What follows belongs to an exercise in optimizing a design on an open flow for small area and a short achievable clock period; a production flow would make more cautious choices.
RTL that was checked went through simulation tests only; none was proved equivalent to the original.
Only the layout flow was run in run 3; the RTL was not checked for function there.
Power and IR drop assume default switching activity.

### flow/config.mk
export PLATFORM = sky130hd
export DESIGN_NAME = DSP
export DESIGN_NICKNAME = DSP
export VERILOG_FILES = /design/flow/design.v
export SDC_FILE = /design/flow/constraint.sdc
export NUM_CORES = 4
export LEC_CHECK = 0
export ABC_AREA = 1
export CAP_MARGIN = 20
export CORE_MARGIN = 2
export CORE_UTILIZATION = 40
export SETUP_SLACK_MARGIN = 2.5
export SLEW_MARGIN = 20
export DONT_BUFFER_PORTS = 1
export PRE_GLOBAL_PLACE_TCL = /design/flow/flow/ports.tcl
### flow/constraint.sdc
create_clock -name core_clock -period 7.0 [get_ports {CLK}]
set_input_delay 1.4000 -clock core_clock [delete_from_list [all_inputs] [get_ports {CLK}]]
set_output_delay 1.4000 -clock core_clock [all_outputs]
set_load 0.01 [all_outputs]
### flow/design.v
module DSP (A,B,D,C,CLK,CARRYIN,OPMODE,BCIN,RSTA,RSTB,RSTM,
RSTP,RSTC,RSTD,RSTCARRYIN,RSTOPMODE,CEA,CEB,CEM,CEP,CEC,CED,
CECARRYIN,CEOPMODE,PCIN,BCOUT,PCOUT,P,M,CARRYOUT,CARRYOUTF);
  parameter A0REG=0;
  parameter A1REG=1;
  parameter B0REG=0;
  parameter B1REG=1;
  parameter CREG=1;
  parameter DREG=1;
  parameter MREG=1;
  parameter PREG=1;
  parameter CARRYINREG=1;
  parameter CARRYOUTREG=1;
  parameter OPMODEREG=1;
  parameter CARRYINSEL="OPMODE5";
  parameter B_INPUT ="DIRECT";
  parameter RSTTYPE ="SYNC";
  input [17:0] A,B,D,BCIN;
  input [47:0] C,PCIN;
  input [7:0] OPMODE;
  input CLK,CARRYIN,RSTA,RSTB,RSTC,RSTCARRYIN,RSTD,RSTM,
  RSTOPMODE,RSTP,CEA,CEB,CECARRYIN,CEC,CED,CEM,CEOPMODE,CEP;
  output [17:0] BCOUT;
  output [47:0] PCOUT;
  output [47:0] P;
  output [35:0] M;
  output CARRYOUT,CARRYOUTF;
  reg [7:0] opm;
  reg [17:0] dr, ar, br;
  reg [47:0] cr, pr;
  reg cyi, cyo;
  reg [35:0] ms;
  reg [35:6] mc;
  reg mk;
  wire s6 = opm[6];
  wire [18:0] pre_w = {dr, 1'b1} + {B ^ {18{s6}}, s6};
  wire [17:0] pre = pre_w[18:1];
  wire [17:0] b_in = opm[4] ? pre : B;
  always @(posedge CLK) begin
    if (RSTOPMODE) opm <= 8'd0;
    else if (CEOPMODE) opm <= OPMODE;
  end
  always @(posedge CLK) begin
    if (RSTD) dr <= 18'd0;
    else if (CED) dr <= D;
  end
  always @(posedge CLK) begin
    if (RSTC) cr <= 48'd0;
    else if (CEC) cr <= C;
  end
  always @(posedge CLK) begin
    if (RSTA) ar <= 18'd0;
    else if (CEA) ar <= A;
  end
  always @(posedge CLK) begin
    if (RSTB) br <= 18'd0;
    else if (CEB) br <= b_in;
  end
  always @(posedge CLK) begin
    if (RSTCARRYIN) cyi <= 1'd0;
    else if (CECARRYIN) cyi <= opm[5];
  end
  wire one0 = br[0] ^ 1'b0;
  wire two0 = (br[1] & ~br[0] & ~1'b0) | (~br[1] & br[0] & 1'b0);
  wire neg0 = br[1];
  wire pp1 = ((one0 & ar[0]) | (two0 & 1'b0)) ^ neg0;
  wire pp2 = ((one0 & ar[1]) | (two0 & ar[0])) ^ neg0;
  wire pp3 = ((one0 & ar[2]) | (two0 & ar[1])) ^ neg0;
  wire pp4 = ((one0 & ar[3]) | (two0 & ar[2])) ^ neg0;
  wire pp5 = ((one0 & ar[4]) | (two0 & ar[3])) ^ neg0;
  wire pp6 = ((one0 & ar[5]) | (two0 & ar[4])) ^ neg0;
  wire pp7 = ((one0 & ar[6]) | (two0 & ar[5])) ^ neg0;
  wire pp8 = ((one0 & ar[7]) | (two0 & ar[6])) ^ neg0;
  wire pp9 = ((one0 & ar[8]) | (two0 & ar[7])) ^ neg0;
  wire pp10 = ((one0 & ar[9]) | (two0 & ar[8])) ^ neg0;
  wire pp11 = ((one0 & ar[10]) | (two0 & ar[9])) ^ neg0;
  wire pp12 = ((one0 & ar[11]) | (two0 & ar[10])) ^ neg0;
  wire pp13 = ((one0 & ar[12]) | (two0 & ar[11])) ^ neg0;
  wire pp14 = ((one0 & ar[13]) | (two0 & ar[12])) ^ neg0;
  wire pp15 = ((one0 & ar[14]) | (two0 & ar[13])) ^ neg0;
  wire pp16 = ((one0 & ar[15]) | (two0 & ar[14])) ^ neg0;
  wire pp17 = ((one0 & ar[16]) | (two0 & ar[15])) ^ neg0;
  wire pp18 = ((one0 & ar[17]) | (two0 & ar[16])) ^ neg0;
  wire pp19 = ((one0 & 1'b0) | (two0 & ar[17])) ^ neg0;
  wire ns20 = ~neg0;
  wire one1 = br[2] ^ br[1];
  wire two1 = (br[3] & ~br[2] & ~br[1]) | (~br[3] & br[2] & br[1]);
  wire neg1 = br[3];
  wire pp21 = ((one1 & ar[0]) | (two1 & 1'b0)) ^ neg1;
  wire pp22 = ((one1 & ar[1]) | (two1 & ar[0])) ^ neg1;
  wire pp23 = ((one1 & ar[2]) | (two1 & ar[1])) ^ neg1;
  wire pp24 = ((one1 & ar[3]) | (two1 & ar[2])) ^ neg1;
  wire pp25 = ((one1 & ar[4]) | (two1 & ar[3])) ^ neg1;
  wire pp26 = ((one1 & ar[5]) | (two1 & ar[4])) ^ neg1;
  wire pp27 = ((one1 & ar[6]) | (two1 & ar[5])) ^ neg1;
  wire pp28 = ((one1 & ar[7]) | (two1 & ar[6])) ^ neg1;
  wire pp29 = ((one1 & ar[8]) | (two1 & ar[7])) ^ neg1;
  wire pp30 = ((one1 & ar[9]) | (two1 & ar[8])) ^ neg1;
  wire pp31 = ((one1 & ar[10]) | (two1 & ar[9])) ^ neg1;
  wire pp32 = ((one1 & ar[11]) | (two1 & ar[10])) ^ neg1;
  wire pp33 = ((one1 & ar[12]) | (two1 & ar[11])) ^ neg1;
  wire pp34 = ((one1 & ar[13]) | (two1 & ar[12])) ^ neg1;
  wire pp35 = ((one1 & ar[14]) | (two1 & ar[13])) ^ neg1;
  wire pp36 = ((one1 & ar[15]) | (two1 & ar[14])) ^ neg1;
  wire pp37 = ((one1 & ar[16]) | (two1 & ar[15])) ^ neg1;
  wire pp38 = ((one1 & ar[17]) | (two1 & ar[16])) ^ neg1;
  wire pp39 = ((one1 & 1'b0) | (two1 & ar[17])) ^ neg1;
  wire ns40 = ~neg1;
  wire one2 = br[4] ^ br[3];
  wire two2 = (br[5] & ~br[4] & ~br[3]) | (~br[5] & br[4] & br[3]);
  wire neg2 = br[5];
  wire pp41 = ((one2 & ar[0]) | (two2 & 1'b0)) ^ neg2;
  wire pp42 = ((one2 & ar[1]) | (two2 & ar[0])) ^ neg2;
  wire pp43 = ((one2 & ar[2]) | (two2 & ar[1])) ^ neg2;
  wire pp44 = ((one2 & ar[3]) | (two2 & ar[2])) ^ neg2;
  wire pp45 = ((one2 & ar[4]) | (two2 & ar[3])) ^ neg2;
  wire pp46 = ((one2 & ar[5]) | (two2 & ar[4])) ^ neg2;
  wire pp47 = ((one2 & ar[6]) | (two2 & ar[5])) ^ neg2;
  wire pp48 = ((one2 & ar[7]) | (two2 & ar[6])) ^ neg2;
  wire pp49 = ((one2 & ar[8]) | (two2 & ar[7])) ^ neg2;
  wire pp50 = ((one2 & ar[9]) | (two2 & ar[8])) ^ neg2;
  wire pp51 = ((one2 & ar[10]) | (two2 & ar[9])) ^ neg2;
  wire pp52 = ((one2 & ar[11]) | (two2 & ar[10])) ^ neg2;
  wire pp53 = ((one2 & ar[12]) | (two2 & ar[11])) ^ neg2;
  wire pp54 = ((one2 & ar[13]) | (two2 & ar[12])) ^ neg2;
  wire pp55 = ((one2 & ar[14]) | (two2 & ar[13])) ^ neg2;
  wire pp56 = ((one2 & ar[15]) | (two2 & ar[14])) ^ neg2;
  wire pp57 = ((one2 & ar[16]) | (two2 & ar[15])) ^ neg2;
  wire pp58 = ((one2 & ar[17]) | (two2 & ar[16])) ^ neg2;
  wire pp59 = ((one2 & 1'b0) | (two2 & ar[17])) ^ neg2;
  wire ns60 = ~neg2;
  wire one3 = br[6] ^ br[5];
  wire two3 = (br[7] & ~br[6] & ~br[5]) | (~br[7] & br[6] & br[5]);
  wire neg3 = br[7];
  wire pp61 = ((one3 & ar[0]) | (two3 & 1'b0)) ^ neg3;
  wire pp62 = ((one3 & ar[1]) | (two3 & ar[0])) ^ neg3;
  wire pp63 = ((one3 & ar[2]) | (two3 & ar[1])) ^ neg3;
  wire pp64 = ((one3 & ar[3]) | (two3 & ar[2])) ^ neg3;
  wire pp65 = ((one3 & ar[4]) | (two3 & ar[3])) ^ neg3;
  wire pp66 = ((one3 & ar[5]) | (two3 & ar[4])) ^ neg3;
  wire pp67 = ((one3 & ar[6]) | (two3 & ar[5])) ^ neg3;
  wire pp68 = ((one3 & ar[7]) | (two3 & ar[6])) ^ neg3;
  wire pp69 = ((one3 & ar[8]) | (two3 & ar[7])) ^ neg3;
  wire pp70 = ((one3 & ar[9]) | (two3 & ar[8])) ^ neg3;
  wire pp71 = ((one3 & ar[10]) | (two3 & ar[9])) ^ neg3;
  wire pp72 = ((one3 & ar[11]) | (two3 & ar[10])) ^ neg3;
  wire pp73 = ((one3 & ar[12]) | (two3 & ar[11])) ^ neg3;
  wire pp74 = ((one3 & ar[13]) | (two3 & ar[12])) ^ neg3;
  wire pp75 = ((one3 & ar[14]) | (two3 & ar[13])) ^ neg3;
  wire pp76 = ((one3 & ar[15]) | (two3 & ar[14])) ^ neg3;
  wire pp77 = ((one3 & ar[16]) | (two3 & ar[15])) ^ neg3;
  wire pp78 = ((one3 & ar[17]) | (two3 & ar[16])) ^ neg3;
  wire pp79 = ((one3 & 1'b0) | (two3 & ar[17])) ^ neg3;
  wire ns80 = ~neg3;
  wire one4 = br[8] ^ br[7];
  wire two4 = (br[9] & ~br[8] & ~br[7]) | (~br[9] & br[8] & br[7]);
  wire neg4 = br[9];
  wire pp81 = ((one4 & ar[0]) | (two4 & 1'b0)) ^ neg4;
  wire pp82 = ((one4 & ar[1]) | (two4 & ar[0])) ^ neg4;
  wire pp83 = ((one4 & ar[2]) | (two4 & ar[1])) ^ neg4;
  wire pp84 = ((one4 & ar[3]) | (two4 & ar[2])) ^ neg4;
  wire pp85 = ((one4 & ar[4]) | (two4 & ar[3])) ^ neg4;
  wire pp86 = ((one4 & ar[5]) | (two4 & ar[4])) ^ neg4;
  wire pp87 = ((one4 & ar[6]) | (two4 & ar[5])) ^ neg4;
  wire pp88 = ((one4 & ar[7]) | (two4 & ar[6])) ^ neg4;
  wire pp89 = ((one4 & ar[8]) | (two4 & ar[7])) ^ neg4;
  wire pp90 = ((one4 & ar[9]) | (two4 & ar[8])) ^ neg4;
  wire pp91 = ((one4 & ar[10]) | (two4 & ar[9])) ^ neg4;
  wire pp92 = ((one4 & ar[11]) | (two4 & ar[10])) ^ neg4;
  wire pp93 = ((one4 & ar[12]) | (two4 & ar[11])) ^ neg4;
  wire pp94 = ((one4 & ar[13]) | (two4 & ar[12])) ^ neg4;
  wire pp95 = ((one4 & ar[14]) | (two4 & ar[13])) ^ neg4;
  wire pp96 = ((one4 & ar[15]) | (two4 & ar[14])) ^ neg4;
  wire pp97 = ((one4 & ar[16]) | (two4 & ar[15])) ^ neg4;
  wire pp98 = ((one4 & ar[17]) | (two4 & ar[16])) ^ neg4;
  wire pp99 = ((one4 & 1'b0) | (two4 & ar[17])) ^ neg4;
  wire ns100 = ~neg4;
  wire one5 = br[10] ^ br[9];
  wire two5 = (br[11] & ~br[10] & ~br[9]) | (~br[11] & br[10] & br[9]);
  wire neg5 = br[11];
  wire pp101 = ((one5 & ar[0]) | (two5 & 1'b0)) ^ neg5;
  wire pp102 = ((one5 & ar[1]) | (two5 & ar[0])) ^ neg5;
  wire pp103 = ((one5 & ar[2]) | (two5 & ar[1])) ^ neg5;
  wire pp104 = ((one5 & ar[3]) | (two5 & ar[2])) ^ neg5;
  wire pp105 = ((one5 & ar[4]) | (two5 & ar[3])) ^ neg5;
  wire pp106 = ((one5 & ar[5]) | (two5 & ar[4])) ^ neg5;
  wire pp107 = ((one5 & ar[6]) | (two5 & ar[5])) ^ neg5;
  wire pp108 = ((one5 & ar[7]) | (two5 & ar[6])) ^ neg5;
  wire pp109 = ((one5 & ar[8]) | (two5 & ar[7])) ^ neg5;
  wire pp110 = ((one5 & ar[9]) | (two5 & ar[8])) ^ neg5;
  wire pp111 = ((one5 & ar[10]) | (two5 & ar[9])) ^ neg5;
  wire pp112 = ((one5 & ar[11]) | (two5 & ar[10])) ^ neg5;
  wire pp113 = ((one5 & ar[12]) | (two5 & ar[11])) ^ neg5;
  wire pp114 = ((one5 & ar[13]) | (two5 & ar[12])) ^ neg5;
  wire pp115 = ((one5 & ar[14]) | (two5 & ar[13])) ^ neg5;
  wire pp116 = ((one5 & ar[15]) | (two5 & ar[14])) ^ neg5;
  wire pp117 = ((one5 & ar[16]) | (two5 & ar[15])) ^ neg5;
  wire pp118 = ((one5 & ar[17]) | (two5 & ar[16])) ^ neg5;
  wire pp119 = ((one5 & 1'b0) | (two5 & ar[17])) ^ neg5;
  wire ns120 = ~neg5;
  wire one6 = br[12] ^ br[11];
  wire two6 = (br[13] & ~br[12] & ~br[11]) | (~br[13] & br[12] & br[11]);
  wire neg6 = br[13];
  wire pp121 = ((one6 & ar[0]) | (two6 & 1'b0)) ^ neg6;
  wire pp122 = ((one6 & ar[1]) | (two6 & ar[0])) ^ neg6;
  wire pp123 = ((one6 & ar[2]) | (two6 & ar[1])) ^ neg6;
  wire pp124 = ((one6 & ar[3]) | (two6 & ar[2])) ^ neg6;
  wire pp125 = ((one6 & ar[4]) | (two6 & ar[3])) ^ neg6;
  wire pp126 = ((one6 & ar[5]) | (two6 & ar[4])) ^ neg6;
  wire pp127 = ((one6 & ar[6]) | (two6 & ar[5])) ^ neg6;
  wire pp128 = ((one6 & ar[7]) | (two6 & ar[6])) ^ neg6;
  wire pp129 = ((one6 & ar[8]) | (two6 & ar[7])) ^ neg6;
  wire pp130 = ((one6 & ar[9]) | (two6 & ar[8])) ^ neg6;
  wire pp131 = ((one6 & ar[10]) | (two6 & ar[9])) ^ neg6;
  wire pp132 = ((one6 & ar[11]) | (two6 & ar[10])) ^ neg6;
  wire pp133 = ((one6 & ar[12]) | (two6 & ar[11])) ^ neg6;
  wire pp134 = ((one6 & ar[13]) | (two6 & ar[12])) ^ neg6;
  wire pp135 = ((one6 & ar[14]) | (two6 & ar[13])) ^ neg6;
  wire pp136 = ((one6 & ar[15]) | (two6 & ar[14])) ^ neg6;
  wire pp137 = ((one6 & ar[16]) | (two6 & ar[15])) ^ neg6;
  wire pp138 = ((one6 & ar[17]) | (two6 & ar[16])) ^ neg6;
  wire pp139 = ((one6 & 1'b0) | (two6 & ar[17])) ^ neg6;
  wire ns140 = ~neg6;
  wire one7 = br[14] ^ br[13];
  wire two7 = (br[15] & ~br[14] & ~br[13]) | (~br[15] & br[14] & br[13]);
  wire neg7 = br[15];
  wire pp141 = ((one7 & ar[0]) | (two7 & 1'b0)) ^ neg7;
  wire pp142 = ((one7 & ar[1]) | (two7 & ar[0])) ^ neg7;
  wire pp143 = ((one7 & ar[2]) | (two7 & ar[1])) ^ neg7;
  wire pp144 = ((one7 & ar[3]) | (two7 & ar[2])) ^ neg7;
  wire pp145 = ((one7 & ar[4]) | (two7 & ar[3])) ^ neg7;
  wire pp146 = ((one7 & ar[5]) | (two7 & ar[4])) ^ neg7;
  wire pp147 = ((one7 & ar[6]) | (two7 & ar[5])) ^ neg7;
  wire pp148 = ((one7 & ar[7]) | (two7 & ar[6])) ^ neg7;
  wire pp149 = ((one7 & ar[8]) | (two7 & ar[7])) ^ neg7;
  wire pp150 = ((one7 & ar[9]) | (two7 & ar[8])) ^ neg7;
  wire pp151 = ((one7 & ar[10]) | (two7 & ar[9])) ^ neg7;
  wire pp152 = ((one7 & ar[11]) | (two7 & ar[10])) ^ neg7;
  wire pp153 = ((one7 & ar[12]) | (two7 & ar[11])) ^ neg7;
  wire pp154 = ((one7 & ar[13]) | (two7 & ar[12])) ^ neg7;
  wire pp155 = ((one7 & ar[14]) | (two7 & ar[13])) ^ neg7;
  wire pp156 = ((one7 & ar[15]) | (two7 & ar[14])) ^ neg7;
  wire pp157 = ((one7 & ar[16]) | (two7 & ar[15])) ^ neg7;
  wire pp158 = ((one7 & ar[17]) | (two7 & ar[16])) ^ neg7;
  wire pp159 = ((one7 & 1'b0) | (two7 & ar[17])) ^ neg7;
  wire ns160 = ~neg7;
  wire one8 = br[16] ^ br[15];
  wire two8 = (br[17] & ~br[16] & ~br[15]) | (~br[17] & br[16] & br[15]);
  wire neg8 = br[17];
  wire pp161 = ((one8 & ar[0]) | (two8 & 1'b0)) ^ neg8;
  wire pp162 = ((one8 & ar[1]) | (two8 & ar[0])) ^ neg8;
  wire pp163 = ((one8 & ar[2]) | (two8 & ar[1])) ^ neg8;
  wire pp164 = ((one8 & ar[3]) | (two8 & ar[2])) ^ neg8;
  wire pp165 = ((one8 & ar[4]) | (two8 & ar[3])) ^ neg8;
  wire pp166 = ((one8 & ar[5]) | (two8 & ar[4])) ^ neg8;
  wire pp167 = ((one8 & ar[6]) | (two8 & ar[5])) ^ neg8;
  wire pp168 = ((one8 & ar[7]) | (two8 & ar[6])) ^ neg8;
  wire pp169 = ((one8 & ar[8]) | (two8 & ar[7])) ^ neg8;
  wire pp170 = ((one8 & ar[9]) | (two8 & ar[8])) ^ neg8;
  wire pp171 = ((one8 & ar[10]) | (two8 & ar[9])) ^ neg8;
  wire pp172 = ((one8 & ar[11]) | (two8 & ar[10])) ^ neg8;
  wire pp173 = ((one8 & ar[12]) | (two8 & ar[11])) ^ neg8;
  wire pp174 = ((one8 & ar[13]) | (two8 & ar[12])) ^ neg8;
  wire pp175 = ((one8 & ar[14]) | (two8 & ar[13])) ^ neg8;
  wire pp176 = ((one8 & ar[15]) | (two8 & ar[14])) ^ neg8;
  wire pp177 = ((one8 & ar[16]) | (two8 & ar[15])) ^ neg8;
  wire pp178 = ((one8 & ar[17]) | (two8 & ar[16])) ^ neg8;
  wire pp179 = ((one8 & 1'b0) | (two8 & ar[17])) ^ neg8;
  wire ns180 = ~neg8;
  wire pp181 = br[17] & ar[0];
  wire pp182 = br[17] & ar[1];
  wire pp183 = br[17] & ar[2];
  wire pp184 = br[17] & ar[3];
  wire pp185 = br[17] & ar[4];
  wire pp186 = br[17] & ar[5];
  wire pp187 = br[17] & ar[6];
  wire pp188 = br[17] & ar[7];
  wire pp189 = br[17] & ar[8];
  wire pp190 = br[17] & ar[9];
  wire pp191 = br[17] & ar[10];
  wire pp192 = br[17] & ar[11];
  wire pp193 = br[17] & ar[12];
  wire pp194 = br[17] & ar[13];
  wire pp195 = br[17] & ar[14];
  wire pp196 = br[17] & ar[15];
  wire pp197 = br[17] & ar[16];
  wire pp198 = br[17] & ar[17];
  wire nc199 = ~ns20;
  wire nc200 = ~ns20;
  wire nc201 = ~pp185;
  wire nc202 = ~pp187;
  wire nc203 = ~pp189;
  wire nc204 = ~pp191;
  wire nc205 = ~pp193;
  wire nc206 = ~pp195;
  wire nc207 = ~pp197;
  wire s208 = neg1 ^ pp21;
  wire c209 = neg1 & pp21;
  wire s210 = pp22 ^ pp4;
  wire c211 = pp22 & pp4;
  wire s212 = neg2 ^ pp23 ^ pp41;
  wire c213 = (neg2 & pp23) | (neg2 & pp41) | (pp23 & pp41);
  wire s214 = pp5 ^ c211;
  wire c215 = pp5 & c211;
  wire s216 = pp24 ^ pp42 ^ pp6;
  wire c217 = (pp24 & pp42) | (pp24 & pp6) | (pp42 & pp6);
  wire s218 = c213 ^ c215;
  wire c219 = c213 & c215;
  wire s220 = neg3 ^ pp25 ^ pp43;
  wire c221 = (neg3 & pp25) | (neg3 & pp43) | (pp25 & pp43);
  wire s222 = pp61 ^ pp7 ^ c217;
  wire c223 = (pp61 & pp7) | (pp61 & c217) | (pp7 & c217);
  wire s224 = s220 ^ c219;
  wire c225 = s220 & c219;
  wire s226 = pp26 ^ pp44 ^ pp62;
  wire c227 = (pp26 & pp44) | (pp26 & pp62) | (pp44 & pp62);
  wire s228 = pp8 ^ c221 ^ s226;
  wire c229 = (pp8 & c221) | (pp8 & s226) | (c221 & s226);
  wire s230 = c223 ^ c225;
  wire c231 = c223 & c225;
  wire s232 = neg4 ^ pp27 ^ pp45;
  wire c233 = (neg4 & pp27) | (neg4 & pp45) | (pp27 & pp45);
  wire s234 = pp63 ^ pp81 ^ pp9;
  wire c235 = (pp63 & pp81) | (pp63 & pp9) | (pp81 & pp9);
  wire s236 = c227 ^ s232 ^ s234;
  wire c237 = (c227 & s232) | (c227 & s234) | (s232 & s234);
  wire s238 = c229 ^ s236;
  wire c239 = c229 & s236;
  wire s240 = pp10 ^ pp28 ^ pp46;
  wire c241 = (pp10 & pp28) | (pp10 & pp46) | (pp28 & pp46);
  wire s242 = pp64 ^ pp82 ^ c233;
  wire c243 = (pp64 & pp82) | (pp64 & c233) | (pp82 & c233);
  wire s244 = c235 ^ s240 ^ c237;
  wire c245 = (c235 & s240) | (c235 & c237) | (s240 & c237);
  wire s246 = s242 ^ c239;
  wire c247 = s242 & c239;
  wire s248 = neg5 ^ pp101 ^ pp11;
  wire c249 = (neg5 & pp101) | (neg5 & pp11) | (pp101 & pp11);
  wire s250 = pp29 ^ pp47 ^ pp65;
  wire c251 = (pp29 & pp47) | (pp29 & pp65) | (pp47 & pp65);
  wire s252 = pp83 ^ c241 ^ s248;
  wire c253 = (pp83 & c241) | (pp83 & s248) | (c241 & s248);
  wire s254 = s250 ^ c243 ^ s252;
  wire c255 = (s250 & c243) | (s250 & s252) | (c243 & s252);
  wire s256 = c245 ^ c247;
  wire c257 = c245 & c247;
  wire s258 = pp102 ^ pp12 ^ pp30;
  wire c259 = (pp102 & pp12) | (pp102 & pp30) | (pp12 & pp30);
  wire s260 = pp48 ^ pp66 ^ pp84;
  wire c261 = (pp48 & pp66) | (pp48 & pp84) | (pp66 & pp84);
  wire s262 = c249 ^ c251 ^ s258;
  wire c263 = (c249 & c251) | (c249 & s258) | (c251 & s258);
  wire s264 = s260 ^ c253 ^ s262;
  wire c265 = (s260 & c253) | (s260 & s262) | (c253 & s262);
  wire s266 = c255 ^ s264;
  wire c267 = c255 & s264;
  wire s268 = neg6 ^ pp103 ^ pp121;
  wire c269 = (neg6 & pp103) | (neg6 & pp121) | (pp103 & pp121);
  wire s270 = pp13 ^ pp31 ^ pp49;
  wire c271 = (pp13 & pp31) | (pp13 & pp49) | (pp31 & pp49);
  wire s272 = pp67 ^ pp85 ^ c259;
  wire c273 = (pp67 & pp85) | (pp67 & c259) | (pp85 & c259);
  wire s274 = c261 ^ s268 ^ s270;
  wire c275 = (c261 & s268) | (c261 & s270) | (s268 & s270);
  wire s276 = c263 ^ s272 ^ s274;
  wire c277 = (c263 & s272) | (c263 & s274) | (s272 & s274);
  wire s278 = c265 ^ s276;
  wire c279 = c265 & s276;
  wire s280 = pp104 ^ pp122 ^ pp14;
  wire c281 = (pp104 & pp122) | (pp104 & pp14) | (pp122 & pp14);
  wire s282 = pp32 ^ pp50 ^ pp68;
  wire c283 = (pp32 & pp50) | (pp32 & pp68) | (pp50 & pp68);
  wire s284 = pp86 ^ c269 ^ c271;
  wire c285 = (pp86 & c269) | (pp86 & c271) | (c269 & c271);
  wire s286 = s280 ^ s282 ^ c273;
  wire c287 = (s280 & s282) | (s280 & c273) | (s282 & c273);
  wire s288 = c275 ^ s284 ^ s286;
  wire c289 = (c275 & s284) | (c275 & s286) | (s284 & s286);
  wire s290 = c277 ^ c279;
  wire c291 = c277 & c279;
  wire s292 = neg7 ^ pp105 ^ pp123;
  wire c293 = (neg7 & pp105) | (neg7 & pp123) | (pp105 & pp123);
  wire s294 = pp141 ^ pp15 ^ pp33;
  wire c295 = (pp141 & pp15) | (pp141 & pp33) | (pp15 & pp33);
  wire s296 = pp51 ^ pp69 ^ pp87;
  wire c297 = (pp51 & pp69) | (pp51 & pp87) | (pp69 & pp87);
  wire s298 = c281 ^ c283 ^ s292;
  wire c299 = (c281 & c283) | (c281 & s292) | (c283 & s292);
  wire s300 = s294 ^ s296 ^ c285;
  wire c301 = (s294 & s296) | (s294 & c285) | (s296 & c285);
  wire s302 = s298 ^ c287 ^ s300;
  wire c303 = (s298 & c287) | (s298 & s300) | (c287 & s300);
  wire s304 = c289 ^ s302;
  wire c305 = c289 & s302;
  wire s306 = pp106 ^ pp124 ^ pp142;
  wire c307 = (pp106 & pp124) | (pp106 & pp142) | (pp124 & pp142);
  wire s308 = pp16 ^ pp34 ^ pp52;
  wire c309 = (pp16 & pp34) | (pp16 & pp52) | (pp34 & pp52);
  wire s310 = pp70 ^ pp88 ^ c293;
  wire c311 = (pp70 & pp88) | (pp70 & c293) | (pp88 & c293);
  wire s312 = c295 ^ c297 ^ s306;
  wire c313 = (c295 & c297) | (c295 & s306) | (c297 & s306);
  wire s314 = s308 ^ c299 ^ s310;
  wire c315 = (s308 & c299) | (s308 & s310) | (c299 & s310);
  wire s316 = s312 ^ c301 ^ s314;
  wire c317 = (s312 & c301) | (s312 & s314) | (c301 & s314);
  wire s318 = c303 ^ s316;
  wire c319 = c303 & s316;
  wire s320 = neg8 ^ pp107 ^ pp125;
  wire c321 = (neg8 & pp107) | (neg8 & pp125) | (pp107 & pp125);
  wire s322 = pp143 ^ pp161 ^ pp17;
  wire c323 = (pp143 & pp161) | (pp143 & pp17) | (pp161 & pp17);
  wire s324 = pp35 ^ pp53 ^ pp71;
  wire c325 = (pp35 & pp53) | (pp35 & pp71) | (pp53 & pp71);
  wire s326 = pp89 ^ c307 ^ c309;
  wire c327 = (pp89 & c307) | (pp89 & c309) | (c307 & c309);
  wire s328 = s320 ^ s322 ^ s324;
  wire c329 = (s320 & s322) | (s320 & s324) | (s322 & s324);
  wire s330 = c311 ^ c313 ^ s326;
  wire c331 = (c311 & c313) | (c311 & s326) | (c313 & s326);
  wire s332 = s328 ^ c315 ^ s330;
  wire c333 = (s328 & c315) | (s328 & s330) | (c315 & s330);
  wire s334 = c317 ^ s332;
  wire c335 = c317 & s332;
  wire s336 = pp108 ^ pp126 ^ pp144;
  wire c337 = (pp108 & pp126) | (pp108 & pp144) | (pp126 & pp144);
  wire s338 = pp162 ^ pp18 ^ pp36;
  wire c339 = (pp162 & pp18) | (pp162 & pp36) | (pp18 & pp36);
  wire s340 = pp54 ^ pp72 ^ pp90;
  wire c341 = (pp54 & pp72) | (pp54 & pp90) | (pp72 & pp90);
  wire s342 = c321 ^ c323 ^ c325;
  wire c343 = (c321 & c323) | (c321 & c325) | (c323 & c325);
  wire s344 = s336 ^ s338 ^ s340;
  wire c345 = (s336 & s338) | (s336 & s340) | (s338 & s340);
  wire s346 = c327 ^ c329 ^ s342;
  wire c347 = (c327 & c329) | (c327 & s342) | (c329 & s342);
  wire s348 = s344 ^ c331 ^ s346;
  wire c349 = (s344 & c331) | (s344 & s346) | (c331 & s346);
  wire s350 = c333 ^ s348;
  wire c351 = c333 & s348;
  wire s352 = pp181 ^ pp109 ^ pp127;
  wire c353 = (pp181 & pp109) | (pp181 & pp127) | (pp109 & pp127);
  wire s354 = pp145 ^ pp163 ^ pp19;
  wire c355 = (pp145 & pp163) | (pp145 & pp19) | (pp163 & pp19);
  wire s356 = pp37 ^ pp55 ^ pp73;
  wire c357 = (pp37 & pp55) | (pp37 & pp73) | (pp55 & pp73);
  wire s358 = pp91 ^ c337 ^ c339;
  wire c359 = (pp91 & c337) | (pp91 & c339) | (c337 & c339);
  wire s360 = c341 ^ s352 ^ s354;
  wire c361 = (c341 & s352) | (c341 & s354) | (s352 & s354);
  wire s362 = s356 ^ c343 ^ c345;
  wire c363 = (s356 & c343) | (s356 & c345) | (c343 & c345);
  wire s364 = s358 ^ s360 ^ c347;
  wire c365 = (s358 & s360) | (s358 & c347) | (s360 & c347);
  wire s366 = s362 ^ c349 ^ s364;
  wire c367 = (s362 & c349) | (s362 & s364) | (c349 & s364);
  wire s368 = pp182 ^ nc199 ^ pp110;
  wire c369 = (pp182 & nc199) | (pp182 & pp110) | (nc199 & pp110);
  wire s370 = pp128 ^ pp146 ^ pp164;
  wire c371 = (pp128 & pp146) | (pp128 & pp164) | (pp146 & pp164);
  wire s372 = pp38 ^ pp56 ^ pp74;
  wire c373 = (pp38 & pp56) | (pp38 & pp74) | (pp56 & pp74);
  wire s374 = pp92 ^ c353 ^ c355;
  wire c375 = (pp92 & c353) | (pp92 & c355) | (c353 & c355);
  wire s376 = c357 ^ s368 ^ s370;
  wire c377 = (c357 & s368) | (c357 & s370) | (s368 & s370);
  wire s378 = s372 ^ c359 ^ c361;
  wire c379 = (s372 & c359) | (s372 & c361) | (c359 & c361);
  wire s380 = s374 ^ s376 ^ c363;
  wire c381 = (s374 & s376) | (s374 & c363) | (s376 & c363);
  wire s382 = s378 ^ c365 ^ s380;
  wire c383 = (s378 & c365) | (s378 & s380) | (c365 & s380);
  wire s384 = pp183 ^ nc200 ^ pp111;
  wire c385 = (pp183 & nc200) | (pp183 & pp111) | (nc200 & pp111);
  wire s386 = pp129 ^ pp147 ^ pp165;
  wire c387 = (pp129 & pp147) | (pp129 & pp165) | (pp147 & pp165);
  wire s388 = pp39 ^ pp57 ^ pp75;
  wire c389 = (pp39 & pp57) | (pp39 & pp75) | (pp57 & pp75);
  wire s390 = pp93 ^ c369 ^ c371;
  wire c391 = (pp93 & c369) | (pp93 & c371) | (c369 & c371);
  wire s392 = c373 ^ s384 ^ s386;
  wire c393 = (c373 & s384) | (c373 & s386) | (s384 & s386);
  wire s394 = s388 ^ c375 ^ c377;
  wire c395 = (s388 & c375) | (s388 & c377) | (c375 & c377);
  wire s396 = s390 ^ s392 ^ c379;
  wire c397 = (s390 & s392) | (s390 & c379) | (s392 & c379);
  wire s398 = s394 ^ c381 ^ s396;
  wire c399 = (s394 & c381) | (s394 & s396) | (c381 & s396);
  wire s400 = ns20 ^ ns40 ^ pp184;
  wire c401 = (ns20 & ns40) | (ns20 & pp184) | (ns40 & pp184);
  wire s402 = s400 ^ pp112 ^ pp130;
  wire c403 = (s400 & pp112) | (s400 & pp130) | (pp112 & pp130);
  wire s404 = pp148 ^ pp166 ^ pp58;
  wire c405 = (pp148 & pp166) | (pp148 & pp58) | (pp166 & pp58);
  wire s406 = pp76 ^ pp94 ^ c385;
  wire c407 = (pp76 & pp94) | (pp76 & c385) | (pp94 & c385);
  wire s408 = c387 ^ c389 ^ s402;
  wire c409 = (c387 & c389) | (c387 & s402) | (c389 & s402);
  wire s410 = s404 ^ c391 ^ c393;
  wire c411 = (s404 & c391) | (s404 & c393) | (c391 & c393);
  wire s412 = s406 ^ s408 ^ c395;
  wire c413 = (s406 & s408) | (s406 & c395) | (s408 & c395);
  wire s414 = s410 ^ c397 ^ s412;
  wire c415 = (s410 & c397) | (s410 & s412) | (c397 & s412);
  wire s416 = nc201 ^ c401 ^ pp113;
  wire c417 = (nc201 & c401) | (nc201 & pp113) | (c401 & pp113);
  wire s418 = pp131 ^ pp149 ^ pp167;
  wire c419 = (pp131 & pp149) | (pp131 & pp167) | (pp149 & pp167);
  wire s420 = pp59 ^ pp77 ^ pp95;
  wire c421 = (pp59 & pp77) | (pp59 & pp95) | (pp77 & pp95);
  wire s422 = c403 ^ c405 ^ s416;
  wire c423 = (c403 & c405) | (c403 & s416) | (c405 & s416);
  wire s424 = s418 ^ s420 ^ c407;
  wire c425 = (s418 & s420) | (s418 & c407) | (s420 & c407);
  wire s426 = c409 ^ s422 ^ s424;
  wire c427 = (c409 & s422) | (c409 & s424) | (s422 & s424);
  wire s428 = c411 ^ c413 ^ s426;
  wire c429 = (c411 & c413) | (c411 & s426) | (c413 & s426);
  wire s430 = ns60 ^ pp185 ^ pp186;
  wire c431 = (ns60 & pp185) | (ns60 & pp186) | (pp185 & pp186);
  wire s432 = s430 ^ pp114 ^ pp132;
  wire c433 = (s430 & pp114) | (s430 & pp132) | (pp114 & pp132);
  wire s434 = pp150 ^ pp168 ^ pp78;
  wire c435 = (pp150 & pp168) | (pp150 & pp78) | (pp168 & pp78);
  wire s436 = pp96 ^ c417 ^ c419;
  wire c437 = (pp96 & c417) | (pp96 & c419) | (c417 & c419);
  wire s438 = c421 ^ s432 ^ s434;
  wire c439 = (c421 & s432) | (c421 & s434) | (s432 & s434);
  wire s440 = c423 ^ s436 ^ s438;
  wire c441 = (c423 & s436) | (c423 & s438) | (s436 & s438);
  wire s442 = c425 ^ s440 ^ c427;
  wire c443 = (c425 & s440) | (c425 & c427) | (s440 & c427);
  wire s444 = nc202 ^ c431 ^ pp115;
  wire c445 = (nc202 & c431) | (nc202 & pp115) | (c431 & pp115);
  wire s446 = pp133 ^ pp151 ^ pp169;
  wire c447 = (pp133 & pp151) | (pp133 & pp169) | (pp151 & pp169);
  wire s448 = pp79 ^ pp97 ^ c433;
  wire c449 = (pp79 & pp97) | (pp79 & c433) | (pp97 & c433);
  wire s450 = c435 ^ s444 ^ s446;
  wire c451 = (c435 & s444) | (c435 & s446) | (s444 & s446);
  wire s452 = c437 ^ c439 ^ s448;
  wire c453 = (c437 & c439) | (c437 & s448) | (c439 & s448);
  wire s454 = s450 ^ c441 ^ s452;
  wire c455 = (s450 & c441) | (s450 & s452) | (c441 & s452);
  wire s456 = ns80 ^ pp187 ^ pp188;
  wire c457 = (ns80 & pp187) | (ns80 & pp188) | (pp187 & pp188);
  wire s458 = s456 ^ pp116 ^ pp134;
  wire c459 = (s456 & pp116) | (s456 & pp134) | (pp116 & pp134);
  wire s460 = pp152 ^ pp170 ^ pp98;
  wire c461 = (pp152 & pp170) | (pp152 & pp98) | (pp170 & pp98);
  wire s462 = c445 ^ c447 ^ s458;
  wire c463 = (c445 & c447) | (c445 & s458) | (c447 & s458);
  wire s464 = s460 ^ c449 ^ c451;
  wire c465 = (s460 & c449) | (s460 & c451) | (c449 & c451);
  wire s466 = s462 ^ c453 ^ s464;
  wire c467 = (s462 & c453) | (s462 & s464) | (c453 & s464);
  wire s468 = nc203 ^ c457 ^ pp117;
  wire c469 = (nc203 & c457) | (nc203 & pp117) | (c457 & pp117);
  wire s470 = pp135 ^ pp153 ^ pp171;
  wire c471 = (pp135 & pp153) | (pp135 & pp171) | (pp153 & pp171);
  wire s472 = pp99 ^ c459 ^ c461;
  wire c473 = (pp99 & c459) | (pp99 & c461) | (c459 & c461);
  wire s474 = s468 ^ s470 ^ c463;
  wire c475 = (s468 & s470) | (s468 & c463) | (s470 & c463);
  wire s476 = s472 ^ c465 ^ s474;
  wire c477 = (s472 & c465) | (s472 & s474) | (c465 & s474);
  wire s478 = ns100 ^ pp189 ^ pp190;
  wire c479 = (ns100 & pp189) | (ns100 & pp190) | (pp189 & pp190);
  wire s480 = s478 ^ pp118 ^ pp136;
  wire c481 = (s478 & pp118) | (s478 & pp136) | (pp118 & pp136);
  wire s482 = pp154 ^ pp172 ^ c469;
  wire c483 = (pp154 & pp172) | (pp154 & c469) | (pp172 & c469);
  wire s484 = c471 ^ s480 ^ c473;
  wire c485 = (c471 & s480) | (c471 & c473) | (s480 & c473);
  wire s486 = s482 ^ s484 ^ c475;
  wire c487 = (s482 & s484) | (s482 & c475) | (s484 & c475);
  wire s488 = nc204 ^ c479 ^ pp119;
  wire c489 = (nc204 & c479) | (nc204 & pp119) | (c479 & pp119);
  wire s490 = pp137 ^ pp155 ^ pp173;
  wire c491 = (pp137 & pp155) | (pp137 & pp173) | (pp155 & pp173);
  wire s492 = c481 ^ s488 ^ s490;
  wire c493 = (c481 & s488) | (c481 & s490) | (s488 & s490);
  wire s494 = c483 ^ s492 ^ c485;
  wire c495 = (c483 & s492) | (c483 & c485) | (s492 & c485);
  wire s496 = ns120 ^ pp191 ^ pp192;
  wire c497 = (ns120 & pp191) | (ns120 & pp192) | (pp191 & pp192);
  wire s498 = s496 ^ pp138 ^ pp156;
  wire c499 = (s496 & pp138) | (s496 & pp156) | (pp138 & pp156);
  wire s500 = pp174 ^ c489 ^ c491;
  wire c501 = (pp174 & c489) | (pp174 & c491) | (c489 & c491);
  wire s502 = s498 ^ c493 ^ s500;
  wire c503 = (s498 & c493) | (s498 & s500) | (c493 & s500);
  wire s504 = nc205 ^ c497 ^ pp139;
  wire c505 = (nc205 & c497) | (nc205 & pp139) | (c497 & pp139);
  wire s506 = pp157 ^ pp175 ^ c499;
  wire c507 = (pp157 & pp175) | (pp157 & c499) | (pp175 & c499);
  wire s508 = s504 ^ c501 ^ s506;
  wire c509 = (s504 & c501) | (s504 & s506) | (c501 & s506);
  wire s510 = ns140 ^ pp193 ^ pp194;
  wire c511 = (ns140 & pp193) | (ns140 & pp194) | (pp193 & pp194);
  wire s512 = s510 ^ pp158 ^ pp176;
  wire c513 = (s510 & pp158) | (s510 & pp176) | (pp158 & pp176);
  wire s514 = c505 ^ s512 ^ c507;
  wire c515 = (c505 & s512) | (c505 & c507) | (s512 & c507);
  wire s516 = nc206 ^ c511 ^ pp159;
  wire c517 = (nc206 & c511) | (nc206 & pp159) | (c511 & pp159);
  wire s518 = pp177 ^ c513 ^ s516;
  wire c519 = (pp177 & c513) | (pp177 & s516) | (c513 & s516);
  wire s520 = ns160 ^ pp195 ^ pp196;
  wire c521 = (ns160 & pp195) | (ns160 & pp196) | (pp195 & pp196);
  wire s522 = s520 ^ pp178 ^ c517;
  wire c523 = (s520 & pp178) | (s520 & c517) | (pp178 & c517);
  wire s524 = nc207 ^ c521 ^ pp179;
  wire c525 = (nc207 & c521) | (nc207 & pp179) | (c521 & pp179);
  wire s526 = ns180 ^ pp197 ^ pp198;
  wire c527 = (ns180 & pp197) | (ns180 & pp198) | (pp197 & pp198);
  wire s528 = neg0 ^ pp1;
  wire c529 = neg0 & pp1;
  wire s530 = pp2 ^ c529;
  wire c531 = pp2 & c529;
  wire s532 = pp3 ^ s208 ^ c531;
  wire c533 = (pp3 & s208) | (pp3 & c531) | (s208 & c531);
  wire s534 = c209 ^ s210 ^ c533;
  wire c535 = (c209 & s210) | (c209 & c533) | (s210 & c533);
  wire s536 = s212 ^ s214 ^ c535;
  wire c537 = (s212 & s214) | (s212 & c535) | (s214 & c535);
  wire s538 = s216 ^ s218 ^ c537;
  wire c539 = (s216 & s218) | (s216 & c537) | (s218 & c537);
  wire [35:0] prod_s = {s526, s524, c519, s518, s514, c503, s502, s494, c477, c467, c455, s454, c429, c415, c399, c383, c367, c351, c335, c319, c305, c291, s288, c267, c257, s254, s244, c231, s228, s222, s538, s536, s534, s532, s530, s528};
  wire [35:0] prod_c = {c525, c523, s522, c515, c509, s508, c495, c487, s486, s476, s466, c443, s442, s428, s414, s398, s382, s366, s350, s334, s318, s304, s290, s278, s266, s256, s246, s238, s230, s224, 1'b0, 1'b0, 1'b0, 1'b0, 1'b0, 1'b0};
  always @(posedge CLK) begin
    if (RSTM) ms <= 36'd0;
    else if (CEM) ms <= prod_s;
  end
  always @(posedge CLK) begin
    if (RSTM) mc <= 30'd0;
    else if (CEM) mc <= prod_c[35:6];
  end
  always @(posedge CLK) begin
    if (RSTM) mk <= 1'd0;
    else if (CEM) mk <= c539;
  end
  wire [30:0] m_hi = {ms[35:6], 1'b1} + {mc, mk};
  assign M = {m_hi[30:1], ms[5:0]};
  wire s7 = opm[7];
  wire [47:0] x = ({48{opm[1:0] == 2'd1}} & {12'd0, M})
                | ({48{opm[1:0] == 2'd2}} & pr)
                | ({48{opm[1:0] == 2'd3}} & {dr[11:0], ar, br});
  wire [47:0] z = ({48{opm[3:2] == 2'd1}} & PCIN)
                | ({48{opm[3:2] == 2'd2}} & pr)
                | ({48{opm[3:2] == 2'd3}} & cr);
  wire [49:0] post_w = {1'b0, z, 1'b1} + {1'b0, x ^ {48{s7}}, cyi ^ s7};
  wire [47:0] post = post_w[48:1];
  wire post_c = post_w[49] ^ s7;
  always @(posedge CLK) begin
    if (RSTP) pr <= 48'd0;
    else if (CEP) pr <= post;
  end
  always @(posedge CLK) begin
    if (RSTCARRYIN) cyo <= 1'd0;
    else if (CECARRYIN) cyo <= post_c;
  end
  assign BCOUT = br;
  assign P = pr;
  assign PCOUT = pr;
  assign CARRYOUT = cyo;
  assign CARRYOUTF = cyo;
endmodule
### flow/flow/run.sh
#!/bin/bash
# The standard layout (standard.sh: standard synthesis, then ORFS to
# finish), with one change: each port gets a plain buffer (buf_1 on inputs,
# buf_2 on outputs) instead of the cell buffer_ports picks by default.
set -euo pipefail
HERE=$(pwd)
cat >> config.mk <<EOC
export DONT_BUFFER_PORTS = 1
export PRE_GLOBAL_PLACE_TCL = $HERE/flow/ports.tcl
EOC
bash standard.sh > standard.log 2>&1
### flow/flow/ports.tcl
# Port buffers, run before global placement in place of ORFS's buffer_ports.
puts "Perform port buffering (flow/ports.tcl)..."
buffer_ports -inputs -buffer_cell sky130_fd_sc_hd__buf_1
buffer_ports -outputs -buffer_cell sky130_fd_sc_hd__buf_2
### flow/standard.sh
#!/bin/bash
# synth_recipe.tcl (not shown) runs the flow's synth.tcl, then flattens the netlist and writes it again
# the make line also repeats each setting of config.mk as NAME=value (left out here)
make -C /OpenROAD-flow-scripts/flow DESIGN_CONFIG=/design/flow/config.mk WORK_HOME=/design/flow/orfs CLKGATE_MAP_FILE= SYNTH_SCRIPT=/design/flow/synth_recipe.tcl "${@:-finish}"
==> run notes, run 1 <==
outcome=finished clean; CTS sink count=227; overall die width=253.8 um; Mapped Nets=4323; final routed wire length divided by cell count=21.40 um; min-delay worst type=flip-flop to flip-flop; CTS buffer count=29; data arrival at the endpoint of the critical path=4.95 ns; most congested layer reported by global routing=met2; number of core rows=91; logic depth of the worst register-to-register path=22; Critical R2R Launch=ms[6]; TNS Setup=0 ns; kind of critical path=flip-flop to flip-flop; Root Driver=sky130_fd_sc_hd__clkbuf_16; minimum clock period after layout=4.472 ns; CP max FO=4; post-synth cell types=48; worst ir drop on vdd=0.0001941 V; die height=253.8 um; launch point of the worst hold path=cr[27]; last weighted congestion value of the routability-driven placer=0.9799; Most common cell on crit path=sky130_fd_sc_hd__nand2_1; pin count of the biggest net entering global routing=73; worst reg-to-reg setup slack=2.53 ns; I/O pin total=346; Setup Skew=0.02118 ns; Longest Clk Path Bufs=3; HPWL after detailed placement=76.12 mm; Area Overhead vs Synth=5.095%; post-place instance area=0.02506 mm^2; number of I/O port buffers=317; Worst Hold End=cr[27]; WL final=97.44 mm; ant diodes=0; Hold WS=0.4571 ns; first-pass GRT wire length=145.3 mm; sequential cell area fraction in the yosys report=18.21%; clock-pin slew reported for the worst setup and hold paths after clock tree synthesis=0.06 ns; setup-violating endpoint count in the final report=0; reg2reg end=pr[37]; endpoints failing hold=0; Worst Setup Start Kind=flip-flop; via count of the first global-routing pass=23535; average instance area after synthesis=6.446 um^2; number of max-slew violations in the final report=0; area enclosed by the die boundary=0.06440 mm^2; number of standard cells after synthesis=3871; post-route clock period utilization=63.88%; number of enable flip-flop cells after synthesis=0; CTS tree=done; number of nets at the end of the flow=4147; hold path cells=2; FF+latch count, synth=227; yosys synthesis warning count=1; GRT met3 Usage=6.422%; Detail Route Antenna Nets=0; final core utilization=42.49%; Achievable Freq=223.6 MHz; Max-Slew Margin vs Limit=30.57%; DRC violation count after routing=0; total number of H-tree levels=1; overall overflow remaining after global route=0; endpoint type of the worst setup path=flip-flop; initial standard-cell utilization of the core=40.43%; number of antenna violations at the first check in global routing=6; slowest CP cell=sky130_fd_sc_hd__xor2_1; slew of the pin with the lowest slew margin=1.040 ns; peak per-stage delay on the critical path=0.59 ns; share of flip-flops with an asynchronous set or reset after synthesis=0%; leakage dissipation=13.12 nW; number of vias per cell=5.354; 1st-pass router iterations=5; via count=24377; source-to-sink clock delay at the later pin of the worst-skew pair=0.60 ns; DRT iter0 DRCs=2070; power per standard cell area=256.1 mW/mm^2; GRT Overall Usage=29.96%; area of the core=0.06171 mm^2; Maximum Capacitance Violations=0; ordered cell list for the critical path=fa_1 -> nand3_1 -> nand3_2 -> nand2_1 -> nand2_1 -> xor2_1 -> nand2_1 -> o221ai_1 -> xor2_1 -> ha_1 -> nand2_1 -> nor2_1 -> and3_1 -> nand2_1 -> nand2_2 -> nand2_1 -> nand2_1 -> nand2_1 -> nand3_1 -> nand2_1 -> nor2_1 -> nor2_1; most instantiated flip-flop cell in the synthesis netlist=sky130_fd_sc_hd__dfxtp_1; post-layout instance area=0.02622 mm^2; data required time at the worst endpoint=7.48 ns; Global Route met2 Usage=49.20%; setup repair after global routing missed its margin=yes; GR Layer Usage met1=37.76%; proportion of layout cells with a drive suffix above 1=3.983%; post-synthesis instance area=0.02495 mm^2
[cell families after synthesis]
logic type	after synthesis	synth area share (%)
adder cells (fa/ha/maj)	258	17.33
flip-flops	227	18.21
XOR/XNOR	261	9.161
AND/OR/NAND/NOR	1588	25.33
buffers and inverters	867	14.25
AO/OA/AOI/OAI	670	15.71
[sequential cells by signal, indices dropped and copies added (netlist names)]
register and count:
ar 18, br 18, cr 48, cyi 1
cyo 1, dr 18, mc 30, mk 1
ms 36, opm 8, pr 48
[synthesized netlist by cell type, drive strengths merged (4+ instances only)]
cell type	instances	share of area, %
o211ai	50	1.5
dfxtp	227	18
buf	123	3.0
o22ai	171	4.3
a21oi	302	6.2
and2	17	0.44
o21bai	15	0.45
fa	146	12
nand3b	6	0.18
xor2	254	8.9
o221ai	7	0.25
nor3	14	0.28
nor2	253	3.8
a211oi	30	0.90
inv	608	9.2
nand3	140	2.9
nor4	4	0.10
nand2	1137	17
clkbuf	124	1.9
clkinv	12	0.18
a21o	7	0.21
xnor2	7	0.25
ha	112	5.6
o21a	4	0.12
o21ai	75	1.5
nand4	13	0.33
[layout by cell type, fill, tap and decap left out, types with 5 or more instances in the layout]
master,instances
sky130_fd_sc_hd__a211oi_1,30
sky130_fd_sc_hd__a21o_1,7
sky130_fd_sc_hd__a21oi_1,294
sky130_fd_sc_hd__a21oi_2,5
sky130_fd_sc_hd__and2_1,16
sky130_fd_sc_hd__buf_4,37
sky130_fd_sc_hd__clkbuf_16,29
sky130_fd_sc_hd__clkbuf_8,5
sky130_fd_sc_hd__clkinv_1,9
sky130_fd_sc_hd__dfxtp_1,221
sky130_fd_sc_hd__fa_1,146
sky130_fd_sc_hd__ha_1,112
sky130_fd_sc_hd__inv_1,598
sky130_fd_sc_hd__inv_2,8
sky130_fd_sc_hd__nand2_1,1128
sky130_fd_sc_hd__nand2_2,7
sky130_fd_sc_hd__nand3_1,137
sky130_fd_sc_hd__nand3b_1,6
sky130_fd_sc_hd__nand4_1,13
sky130_fd_sc_hd__nor2_1,246
sky130_fd_sc_hd__nor2_2,5
sky130_fd_sc_hd__nor3_1,14
sky130_fd_sc_hd__o211ai_1,50
sky130_fd_sc_hd__o21ai_0,73
sky130_fd_sc_hd__o21bai_1,15
sky130_fd_sc_hd__o221ai_1,7
sky130_fd_sc_hd__o22ai_1,170
sky130_fd_sc_hd__xnor2_1,7
sky130_fd_sc_hd__xor2_1,244
sky130_fd_sc_hd__xor2_2,10
[worst max-delay path: cells and delay by family, from the launching register on]
kind / cells / cell delay, ns
AO/OA/AOI/OAI: 1 / 0.12
AND/OR/NAND/NOR: 17 / 2.22
adder cells (fa/ha/maj): 2 / 0.93
flip-flops: 1 / 0.38
XOR/XNOR: 2 / 0.69
[worst max path at each step]
stage | slack [ns] | cells past startpoint | end | startpoint
after CTS | 2.51 | 14 | mc[18] | br[11]
after global routing | 2.42 | 21 | pr[37] | ms[6]
after floorplan | 3.00 | 15 | mc[18] | br[13]
final | 2.53 | 22 | pr[37] | ms[6]
after detailed placement | 2.13 | 14 | mc[18] | br[1]
after global placement | 2.18 | 14 | mc[18] | br[1]
[final cells by class]
class,instances,area [um^2]
Sequential cell,227,4557
Clock buffer,38,809.5
Multi-Input combinational cell,2777,16980
Tap cell,837,1047
Timing Repair Buffer,40,320.3
Clock inverter,14,167.7
Fill cell,6832,35490
Inverter,620,2341
[per-layer routing]
metal / vias up / share of wire [%]
met1: 11398 / 41
met4: 10 / 4.8
met5: - / 0.065
li1: 11762 / -
met3: 234 / 8.2
met2: 973 / 46
[through the flow]
| stage | power [mW] | cells | worst slack, ns |
|---|---|---|---|
| 5_1_grt | 7.284 | 4553 | 2.416 |
| 6_report | 6.716 | 4553 | 2.528 |
| 2_1_floorplan | 4.148 | 3871 | 2.997 |
| 3_5_place_dp | 5.117 | 4496 | 2.134 |
| 4_1_cts | 6.720 | 4548 | 2.508 |
| 3_3_place_gp | 5.095 | 4495 | 2.183 |
[where the power goes]
group          switching [mW]  internal, mW  total, mW
clock                   0.657         0.923       1.58
combinational            2.21          1.23       3.44
sequential              0.223          1.47       1.70
[timing repair]
action | CTS | global route
hold buffers | 0 | 0
gates resized for setup | 10 | 24
setup buffers | 0 | 5
pin swaps | 0 | 1
endpoints found under the setup margin | 16 | 25
==> run 2: changes to the inputs <==
==> flow/flow/run.sh (replaced) <==
#!/bin/bash
# The standard layout (standard.sh: standard synthesis, then ORFS to
# finish), with one change: the port buffers are plain buffers (buf_2 from
# buffer_ports, then buf_1 on the inputs) instead of the delay cell
# buffer_ports picks by default.  Each tool's output is in orfs/logs.
set -euo pipefail
HERE=$(pwd)
cat >> config.mk <<EOC
export BUFFER_PORTS_ARGS = -buffer_cell sky130_fd_sc_hd__buf_2
export PRE_RESIZE_TCL = $HERE/flow/ports.tcl
EOC
bash standard.sh > standard.log 2>&1
==> flow/flow/ports.tcl (replaced) <==
# Before repair_design: the input ports' buffers become buf_1.
set n 0
foreach port [get_ports -quiet *] {
  if {[get_property $port direction] ne "input"} { continue }
  if {[get_name $port] eq "CLK"} { continue }
  set net [get_nets -quiet -of_objects $port]
  if {$net eq ""} { continue }
  foreach pin [get_pins -quiet -of_objects $net] {
    set inst [get_cells -of_objects $pin]
    if {[get_property $inst ref_name] eq "sky130_fd_sc_hd__buf_2"} {
      replace_cell $inst sky130_fd_sc_hd__buf_1
      incr n
    }
  }
}
puts "flow/ports.tcl: $n input buffers set to buf_1"
--- a/flow/config.mk
+++ b/flow/config.mk
@@ -11,5 +11,5 @@
 export CORE_UTILIZATION = 40
 export SETUP_SLACK_MARGIN = 2.5
 export SLEW_MARGIN = 20
-export DONT_BUFFER_PORTS = 1
-export PRE_GLOBAL_PLACE_TCL = /design/flow/flow/ports.tcl
+export BUFFER_PORTS_ARGS = -buffer_cell sky130_fd_sc_hd__buf_2
+export PRE_RESIZE_TCL = /design/flow/flow/ports.tcl
==> run notes, run 2 <==
post-synthesis instance area=0.02495 mm^2; share of flip-flops with an asynchronous set or reset after synthesis=0%; overall die width=253.8 um; post-synth top area share=18.21%; commonest cells in the netlist=sky130_fd_sc_hd__nand2_1, sky130_fd_sc_hd__inv_1, sky130_fd_sc_hd__a21oi_1; last weighted congestion value of the routability-driven placer=0.9866; error that ended the run=[ERROR STA-0100] unsupported object type Port.; number of standard cells after synthesis=3871; most instantiated flip-flop cell in the synthesis netlist=sky130_fd_sc_hd__dfxtp_1; number of I/O port buffers=326; outcome=stopped before the end; failing step=placement repair; FF+latch count, synth=227; I/O pin total=346; largest cells by area after synthesis=sky130_fd_sc_hd__dfxtp_1, sky130_fd_sc_hd__nand2_1, sky130_fd_sc_hd__fa_1; yosys synthesis warning count=1; post-synth cell types=48; Mapped Nets=4323; initial standard-cell utilization of the core=40.43%; number of core rows=91; number of enable flip-flop cells after synthesis=0; post-synthesis cell type with the largest combined area=sky130_fd_sc_hd__dfxtp_1; die height=253.8 um; sequential cell area fraction in the yosys report=18.21%; most frequently used cell type in the post-synthesis netlist=sky130_fd_sc_hd__nand2_1; average instance area after synthesis=6.446 um^2
## run 2: cells by family after synthesis
kind of cell | after synthesis | share of synthesized area, %
simple gates | 1588 | 25.33
buf+inv | 867 | 14.25
compound gates | 670 | 15.71
xor+xnor | 261 | 9.161
fa+ha+maj | 258 | 17.33
flops | 227 | 18.21
## run 2: worst min path at each step
| stage | start | to | depth (start not counted) |
|---|---|---|---|
| 2_1_floorplan | opm[5] | opm[5] | 2 |
| 3_3_place_gp | cr[0] | cr[0] | 2 |
## run 2: power groups by stage
stage	Sequential [mW]	Clock (mW)	Combinational [mW]
global placement	1.68	0	3.67
floorplan	1.60	0	2.54
## run 2: stage by stage
step / setup WS, ns / hold slack (ns) / instance area [um^2] / power, mW / instances
global placement: 2.141 / 0.4504 / 26680 / 5.346 / 4822
floorplan: 2.997 / 0.4409 / 24950 / 4.148 / 3871
==> run 3: changes to the inputs <==
--- a/flow/design.v
+++ b/flow/design.v
@@ -29,9 +29,7 @@
   reg [17:0] dr, ar, br;
   reg [47:0] cr, pr;
   reg cyi, cyo;
-  reg [35:0] ms;
-  reg [35:6] mc;
-  reg mk;
+  reg [35:0] mr;
   wire s6 = opm[6];
   wire [18:0] pre_w = {dr, 1'b1} + {B ^ {18{s6}}, s6};
   wire [17:0] pre = pre_w[18:1];
@@ -614,44 +612,25 @@
   wire c525 = (nc207 & c521) | (nc207 & pp179) | (c521 & pp179);
   wire s526 = ns180 ^ pp197 ^ pp198;
   wire c527 = (ns180 & pp197) | (ns180 & pp198) | (pp197 & pp198);
-  wire s528 = neg0 ^ pp1;
-  wire c529 = neg0 & pp1;
-  wire s530 = pp2 ^ c529;
-  wire c531 = pp2 & c529;
-  wire s532 = pp3 ^ s208 ^ c531;
-  wire c533 = (pp3 & s208) | (pp3 & c531) | (s208 & c531);
-  wire s534 = c209 ^ s210 ^ c533;
-  wire c535 = (c209 & s210) | (c209 & c533) | (s210 & c533);
-  wire s536 = s212 ^ s214 ^ c535;
-  wire c537 = (s212 & s214) | (s212 & c535) | (s214 & c535);
-  wire s538 = s216 ^ s218 ^ c537;
-  wire c539 = (s216 & s218) | (s216 & c537) | (s218 & c537);
-  wire [35:0] prod_s = {s526, s524, c519, s518, s514, c503, s502, s494, c477, c467, c455, s454, c429, c415, c399, c383, c367, c351, c335, c319, c305, c291, s288, c267, c257, s254, s244, c231, s228, s222, s538, s536, s534, s532, s530, s528};
-  wire [35:0] prod_c = {c525, c523, s522, c515, c509, s508, c495, c487, s486, s476, s466, c443, s442, s428, s414, s398, s382, s366, s350, s334, s318, s304, s290, s278, s266, s256, s246, s238, s230, s224, 1'b0, 1'b0, 1'b0, 1'b0, 1'b0, 1'b0};
+  wire [35:0] prod_s = {s526, s524, c519, s518, s514, c503, s502, s494, c477, c467, c455, s454, c429, c415, c399, c383, c367, c351, c335, c319, c305, c291, s288, c267, c257, s254, s244, c231, s228, s222, s216, s212, c209, pp3, pp2, neg0};
+  wire [35:0] prod_c = {c525, c523, s522, c515, c509, s508, c495, c487, s486, s476, s466, c443, s442, s428, s414, s398, s382, s366, s350, s334, s318, s304, s290, s278, s266, s256, s246, s238, s230, s224, s218, s214, s210, s208, 1'b0, pp1};
+  wire mk_in = ~(c527);
+  wire [35:0] prod = prod_s + prod_c;
   always @(posedge CLK) begin
-    if (RSTM) ms <= 36'd0;
-    else if (CEM) ms <= prod_s;
+    if (RSTM) mr <= 36'd0;
+    else if (CEM) mr <= prod;
   end
-  always @(posedge CLK) begin
-    if (RSTM) mc <= 30'd0;
-    else if (CEM) mc <= prod_c[35:6];
-  end
-  always @(posedge CLK) begin
-    if (RSTM) mk <= 1'd0;
-    else if (CEM) mk <= c539;
-  end
-  wire [30:0] m_hi = {ms[35:6], 1'b1} + {mc, mk};
-  assign M = {m_hi[30:1], ms[5:0]};
+  assign M = mr;
   wire s7 = opm[7];
-  wire [47:0] x = ({48{opm[1:0] == 2'd1}} & {12'd0, M})
+  wire [47:0] x = ({48{opm[1:0] == 2'd1}} & {12'd0, mr})
                 | ({48{opm[1:0] == 2'd2}} & pr)
                 | ({48{opm[1:0] == 2'd3}} & {dr[11:0], ar, br});
-  wire [47:0] z = ({48{opm[3:2] == 2'd1}} & PCIN)
-                | ({48{opm[3:2] == 2'd2}} & pr)
-                | ({48{opm[3:2] == 2'd3}} & cr);
-  wire [49:0] post_w = {1'b0, z, 1'b1} + {1'b0, x ^ {48{s7}}, cyi ^ s7};
-  wire [47:0] post = post_w[48:1];
-  wire post_c = post_w[49] ^ s7;
+  wire [47:0] zs = (({48{opm[3:2] == 2'd1}} & PCIN)
+                 | ({48{opm[3:2] == 2'd2}} & pr)
+                 | ({48{opm[3:2] == 2'd3}} & cr)) ^ {48{s7}};
+  wire [49:0] t_w = {1'b0, zs, 1'b1} + {1'b0, x, cyi};
+  wire [47:0] post = t_w[48:1] ^ {48{s7}};
+  wire post_c = t_w[49];
   always @(posedge CLK) begin
     if (RSTP) pr <= 48'd0;
     else if (CEP) pr <= post;
==> run notes, run 3 <==
outcome=stopped before the end; failing step=placement repair; error that ended the run=[ERROR STA-0100] unsupported object type Port.; post-synthesis cell type with the largest combined area=sky130_fd_sc_hd__dfxtp_1; most frequently used cell type in the post-synthesis netlist=sky130_fd_sc_hd__nand2_1; average instance area after synthesis=6.492 um^2; most instantiated flip-flop cell in the synthesis netlist=sky130_fd_sc_hd__dfxtp_1; last weighted congestion value of the routability-driven placer=0.9703; yosys synthesis warning count=1; number of enable flip-flop cells after synthesis=0; I/O pin total=346; die height=249.5 um; mux contribution to synthesized area=0%; fraction of the mapped netlist area in simple logic gates=25.45%; share of flip-flops with an asynchronous set or reset after synthesis=0%; post-synthesis instance area=0.02410 mm^2; number of I/O port buffers=326; number of core rows=89; sequential cell area fraction in the yosys report=16.28%; fraction of the mapped netlist area in adder cells=17.74%; Synth Area in Compound Gates=16.09%; post-synth cell types=51; xor-xnor portion of the synthesized cell area=10.94%; number of standard cells after synthesis=3712; main combinational cell family by area after synthesis=simple AND/OR/NAND/NOR gates; post-synth top area share=16.28%; commonest cells in the netlist=sky130_fd_sc_hd__nand2_1, sky130_fd_sc_hd__inv_1, sky130_fd_sc_hd__nor2_1; FF+latch count, synth=196; overall die width=249.5 um; largest cells by area after synthesis=sky130_fd_sc_hd__dfxtp_1, sky130_fd_sc_hd__nand2_1, sky130_fd_sc_hd__fa_1; Mapped Nets=4163; initial standard-cell utilization of the core=40.68%
[run 3: kinds of logic after synthesis]
family          count (synthesis)
simple gates                 1507
xor+xnor                      301
fa+ha+maj                     257
flops                         196
buf+inv                       783
compound gates                668
[run 3: power groups by stage]
stage / registers [mW] / clock network [mW] / logic, mW
floorplan: 1.45 / 0 / 6.24
global placement: 1.56 / 0 / 8.98
[run 3: how the worst max path moves through the flow]
stage             startpoint  endpoint  slack (ns)  cells past startpoint
global placement      br[13]    mr[34]        1.11                     23
floorplan              br[5]    mr[27]        2.35                     25
[run 3: through the flow]
step                    instance area (um^2)  worst slack (ns)  hold slack, ns
after global placement                 26090             1.107          0.4494
after floorplan                        24540             2.350          0.4295

static timing again, ports no longer ideal:
In the flow no input, the clock included, has a driving cell. The finished layout below was timed again as built, in two steps. Step 1 sets driving cells, clkbuf_16 on the clock port and buf_2 on the other inputs (assumed; they add their load-dependent delay and slew). Step 2 also shifts input and output timing later by t, the mid clock arrival at the registers, as if the neighbouring blocks saw the same clock. Slacks: ideal / step 1 / step 2; pairs: ideal / step 1.
run: run 1
t (ns): 0.659
setup slack, ns: 2.528 / 2.500 / 2.500
worst setup path at the end: register to register
worst register clock-pin slew, ns: 0.07 / 0.07
worst slew at a driven data input, ns: 1.36
After both steps setup and hold are still met in run 1. The setup slack of run 1 moves by -0.028 ns with the drivers and by -0.028 ns with both steps.
